This design comes from an exercise in tuning for small area and a short achievable clock period on the open sky130 flow, not from production work.
In this exercise RTL edits were held to simulation tests only and were not proved equivalent to the original.

==> 04-05: inputs <==
==> flow/design.v <==
module ROTATING_VECTORING(clk, xi, yi, xf, yf);
  input clk;
  input [15:0] xi, yi;
  output [15:0] xf, yf;
  wire [15:0] theta;
  VECTORING first(.clk(clk), .x0(xi), .y0(yi), .theta(theta));
  ROTATING second(.clk(clk), .x0(xi), .y0(yi), .theta(theta), .xf(xf), .yf(yf));
endmodule
module tadd #(parameter S = 0) (a, b, plus, r);
  input [15:0] a, b;
  input plus;
  output [15:0] r;
  wire [15:0] sh;
  wire c;
  generate
    if (S == 0) begin : g0
      assign sh = b;
      assign c = 1'b0;
    end else begin : gs
      assign sh = {{S{b[15]}}, b[15:S]};
      assign c = b[15] & (|b[S-1:0]);
    end
  endgenerate
  assign r = a + (sh ^ {16{~plus}}) + {15'd0, c ^ ~plus};
endmodule
module ROTATING(clk, x0, y0, theta, xf, yf);
  input clk;
  input [15:0] x0, y0, theta;
  output [15:0] xf, yf;
  localparam [16*8-1:0] U = {16'd44, 16'd89, 16'd179, 16'd358, 16'd713, 16'd1404, 16'd2657, 16'd4500};
  wire [15:0] xs [0:8];
  wire [15:0] ys [0:8];
  wire [15:0] as [0:8];
  assign xs[0] = x0;
  assign ys[0] = y0;
  assign as[0] = 16'd0;
  genvar k;
  generate
    for (k = 0; k < 8; k = k + 1) begin : st
      wire d = as[k] > theta;
      wire [15:0] nx, ny;
      tadd #(k) ax(.a(xs[k]), .b(ys[k]), .plus(d), .r(nx));
      tadd #(k) ay(.a(ys[k]), .b(xs[k]), .plus(~d), .r(ny));
      reg [15:0] rx, ry, ra;
      always @(posedge clk) begin
        rx <= nx;
        ry <= ny;
        ra <= d ? as[k] - U[16*k +: 16] : as[k] + U[16*k +: 16];
      end
      assign xs[k+1] = rx;
      assign ys[k+1] = ry;
      assign as[k+1] = ra;
    end
  endgenerate
  assign xf = xs[8];
  assign yf = ys[8];
endmodule
module VECTORING(clk, x0, y0, theta);
  input clk;
  input [15:0] x0, y0;
  output [15:0] theta;
  localparam [16*8-1:0] U = {16'd44, 16'd89, 16'd179, 16'd358, 16'd713, 16'd1404, 16'd2657, 16'd4500};
  wire [15:0] xs [0:8];
  wire [15:0] ys [0:8];
  wire [15:0] as [0:8];
  assign xs[0] = x0;
  assign ys[0] = y0;
  assign as[0] = 16'd0;
  genvar k;
  generate
    for (k = 0; k < 8; k = k + 1) begin : st
      wire e = ys[k][15];
      wire [15:0] nx, ny;
      tadd #(k) ax(.a(xs[k]), .b(ys[k]), .plus(~e), .r(nx));
      tadd #(k) ay(.a(ys[k]), .b(xs[k]), .plus(e), .r(ny));
      reg [15:0] rx, ry, ra;
      always @(posedge clk) begin
        rx <= nx;
        ry <= ny;
        ra <= e ? as[k] - U[16*k +: 16] : as[k] + U[16*k +: 16];
      end
      assign xs[k+1] = rx;
      assign ys[k+1] = ry;
      assign as[k+1] = ra;
    end
  endgenerate
  assign theta = as[8];
endmodule
==> flow/run.sh <==
#!/bin/bash
# synth_recipe.tcl (not shown) runs the flow's synth.tcl, then flattens the netlist and writes it again
# the make line also repeats each setting of config.mk as NAME=value (left out here)
make -C /OpenROAD-flow-scripts/flow DESIGN_CONFIG=/design/flow/config.mk WORK_HOME=/design/flow/orfs CLKGATE_MAP_FILE= SYNTH_SCRIPT=/design/flow/synth_recipe.tcl finish
==> flow/config.mk <==
export PLATFORM = sky130hd
export DESIGN_NAME = ROTATING_VECTORING
export DESIGN_NICKNAME = ROTATING_VECTORING
export VERILOG_FILES = /design/flow/design.v
export SDC_FILE = /design/flow/constraint.sdc
export NUM_CORES = 4
export LEC_CHECK = 0
export CAP_MARGIN = 20
export CORE_MARGIN = 2
export CORE_UTILIZATION = 40
export SLEW_MARGIN = 20
==> flow/constraint.sdc <==
create_clock -name core_clock -period 8.0 [get_ports {clk}]
set_input_delay 1.6000 -clock core_clock [delete_from_list [all_inputs] [get_ports {clk}]]
set_output_delay 1.6000 -clock core_clock [all_outputs]
set_load 0.01 [all_outputs]
==> 07-20: changes against 04-05 <==
==> flow/design.v, changed modules only <==
module ROTATING_VECTORING(clk,xi,yi,xf,yf);
 input clk;
 input [15:0]xi,yi; 
 output [15:0] xf,yf;
 wire [15:0]theta,norm;
 VECTORING first(clk,xi,yi,theta,norm);
 ROTATING second(xi,yi,theta,xf,yf,clk);
endmodule
module ROTATING(x0, y0, theta, xf, yf, clk);
  input clk;
  input [15:0] x0, y0;
  input [15:0] theta;
  output [15:0] xf, yf;
  wire [15:0] xi [0:7]; 
  wire [15:0] yi [0:7];
  reg [2:0] stage;
  wire [15:0] outangle [0:7];
  cordics r0(clk, 3'd0, x0, y0, theta, 16'd45_00, 16'd0, xi[0], yi[0], outangle[0]);
  cordics r1(clk, 3'd1, xi[0], yi[0], theta, 16'd26_57, outangle[0], xi[1], yi[1], outangle[1]);
  cordics r2(clk, 3'd2, xi[1], yi[1], theta, 16'd14_04, outangle[1], xi[2], yi[2], outangle[2]); 
  cordics r3(clk, 3'd3, xi[2], yi[2], theta, 16'd7_13, outangle[2], xi[3], yi[3], outangle[3]);
  cordics r4(clk, 3'd4, xi[3], yi[3], theta, 16'd3_58, outangle[3], xi[4], yi[4], outangle[4]);  
  cordics r5(clk, 3'd5, xi[4], yi[4], theta, 16'd1_79, outangle[4], xi[5], yi[5], outangle[5]);
  cordics r6(clk, 3'd6, xi[5], yi[5], theta, 16'd89, outangle[5], xi[6], yi[6], outangle[6]);
  cordics r7(clk, 3'd7, xi[6], yi[6], theta, 16'd44, outangle[6], xi[7], yi[7], outangle[7]);
  assign xf = xi[7];
  assign yf = yi[7];
endmodule
module cordics(clk,stage,xi,yi,theta,uangle,inangle,xf,yf,outangle);
 input clk;
 input [2:0] stage;
 input [15:0] xi,yi,theta,inangle,uangle;
 output reg [15:0] xf,yf,outangle;
 always @(posedge clk)begin
   if((inangle)>theta)begin                                    
    case({xi[15],yi[15]})
       2'b00 : begin
          xf <= xi+(yi>>stage);
            yf <= yi - (xi>>stage);
       end
       2'b01 : begin
          xf <= xi-((16'hffff-yi+1)>>stage);
          yf <= -(16'hffff-yi+1) - (xi>>stage);
       end 
      2'b10 : begin
          xf <= -(16'hffff-xi+1)+(yi>>stage);
          yf <= yi +((16'hffff-xi+1)>>stage);
       end
      2'b11 : begin 
          xf <= -(16'hffff-xi+1)-((16'hffff-yi+1)>>stage);
          yf <= -(16'hffff-yi+1) + ((16'hffff-xi+1)>>stage);
       end
    endcase
    outangle <= inangle-uangle;
   end
   else begin 
    case({xi[15],yi[15]})
       2'b00 : begin                                         
          xf <= xi-(yi>>stage);
          yf <= yi + (xi>>stage);
        end
       2'b01 : begin
            xf <= xi + ((16'hffff-yi+1)>>stage);
            yf <= -(16'hffff-yi+1) + (xi>>stage);
        end 
       2'b10 : begin
          xf <= -((16'hffff-xi+1))-(yi>>stage);
          yf <= yi - ((16'hffff-xi+1)>>stage);
        end 
       2'b11 : begin
          xf <= -(16'hffff-xi+1)+((16'hffff-yi+1)>>stage);
          yf <= -(16'hffff-yi+1) - ((16'hffff-xi+1)>>stage);
        end
    endcase
         outangle <= inangle+uangle;
   end
  end
endmodule
module VECTORING(clk, xi, yi, theta, norm);
input clk;
input [15:0] xi, yi;
output [15:0] theta, norm;
reg [2:0] stage;
wire [15:0] x [0:7];
wire [15:0] y [0:7];
wire [15:0] outangle [0:7];
   cordicvec v0(clk,3'd0,xi,yi,16'd0,x[0],y[0],outangle[0],16'd45_00);
   cordicvec v1(clk,3'd1,x[0],y[0],outangle[0],x[1],y[1],outangle[1],16'd26_57); 
   cordicvec v2(clk,3'd2,x[1],y[1],outangle[1],x[2],y[2],outangle[2],16'd14_04);
   cordicvec v3(clk,3'd3,x[2],y[2],outangle[2],x[3],y[3],outangle[3],16'd7_13);
   cordicvec v4(clk,3'd4,x[3],y[3],outangle[3],x[4],y[4],outangle[4],16'd3_58); 
   cordicvec v5(clk,3'd5,x[4],y[4],outangle[4],x[5],y[5],outangle[5],16'd1_79); 
   cordicvec v6(clk,3'd6,x[5],y[5],outangle[5],x[6],y[6],outangle[6],16'd89);
   cordicvec v7(clk,3'd7,x[6],y[6],outangle[6],x[7],y[7],outangle[7],16'd44); 
    assign norm = x[7];
    assign theta = outangle[7];
endmodule
module cordicvec (clk, stage, xi, yi, inangle, xf, yf, outangle, uangle);
input clk;
input [2:0] stage;
input [15:0] xi, yi, inangle, uangle;
output reg [15:0] xf, yf, outangle;
 always @(posedge clk)
 begin
  if (yi[15])
   begin
   case({xi[15],yi[15]})
       2'b00 : begin                               
          xf <= xi-(yi>>stage);
          yf <= yi + (xi>>stage);
        end
       2'b01 : begin
            xf <= xi + ((16'hffff-yi+1)>>stage);
            yf <= -(16'hffff-yi+1) + (xi>>stage);
        end 
       2'b10 : begin
          xf <= -((16'hffff-xi+1))-(yi>>stage);
          yf <= yi - ((16'hffff-xi+1)>>stage);
        end 
       2'b11 : begin
          xf <= -(16'hffff-xi+1)+((16'hffff-yi+1)>>stage);
          yf <= -(16'hffff-yi+1) - ((16'hffff-xi+1)>>stage);
        end
    endcase
         outangle <= inangle-uangle;
   end
     else begin                                     
    case({xi[15],yi[15]})
       2'b00 : begin
          xf <= xi+(yi>>stage);
            yf <= yi - (xi>>stage);
       end
       2'b01 : begin
          xf <= xi-((16'hffff-yi+1)>>stage);
          yf <= -(16'hffff-yi+1) - (xi>>stage);
       end 
      2'b10 : begin
          xf <= -(16'hffff-xi+1)+(yi>>stage);
          yf <= yi +((16'hffff-xi+1)>>stage);
       end
      2'b11 : begin 
          xf <= -(16'hffff-xi+1)-((16'hffff-yi+1)>>stage);
          yf <= -(16'hffff-yi+1) + ((16'hffff-xi+1)>>stage);
       end
    endcase
    outangle <= inangle+uangle;
   end
 end
 endmodule
// module tadd removed
==> impl_metrics.json <==
{
  "status": "no timing/DRC/antenna violations",
  "regArea_um2": 12660,
  "crit_required_ns": 8.57,
  "ys_types": 90,
  "start_util_pct": 40.42,
  "arrival_ns": 6.22,
  "top_layer_used": "met5",
  "core_area_um2": 103800
}
The numbers above come from 04-05.

==> impl_metrics.json <==
{
  "status": "no timing/DRC/antenna violations",
  "regArea_um2": 12630,
  "crit_required_ns": 8.62,
  "ys_types": 106
}
The numbers above come from 07-20.

## port drivers added, routing unchanged
Ports are ideal in the flow. The routed layouts listed here were re-timed in OpenROAD. Step 1 assumes that a clkbuf_16 drives the clock port and a buf_2 every other input. Step 2 moves the port delays by t, midway between the first and last clock arrival at a register: inputs arrive t later, outputs are due t later. That takes back most of the time a late clock gives input paths. a / b / c = ideal ports / drivers / drivers and shift; a / b = the first two.
run	shift t [ns]	setup slack, ns	clock arrival spread, ns	worst register clock-pin slew, ns
04-05	0.696	2.355 / 2.355 / 2.355	0.038 / 0.039	0.06 / 0.06
07-20	0.827	1.779 / 1.849 / 1.022	0.054 / 0.054	0.07 / 0.07
After both steps setup and hold are still met in every run listed. For 07-20, which loses most, drivers alone change the setup slack by +0.070 ns; drivers and shift together by -0.757 ns.
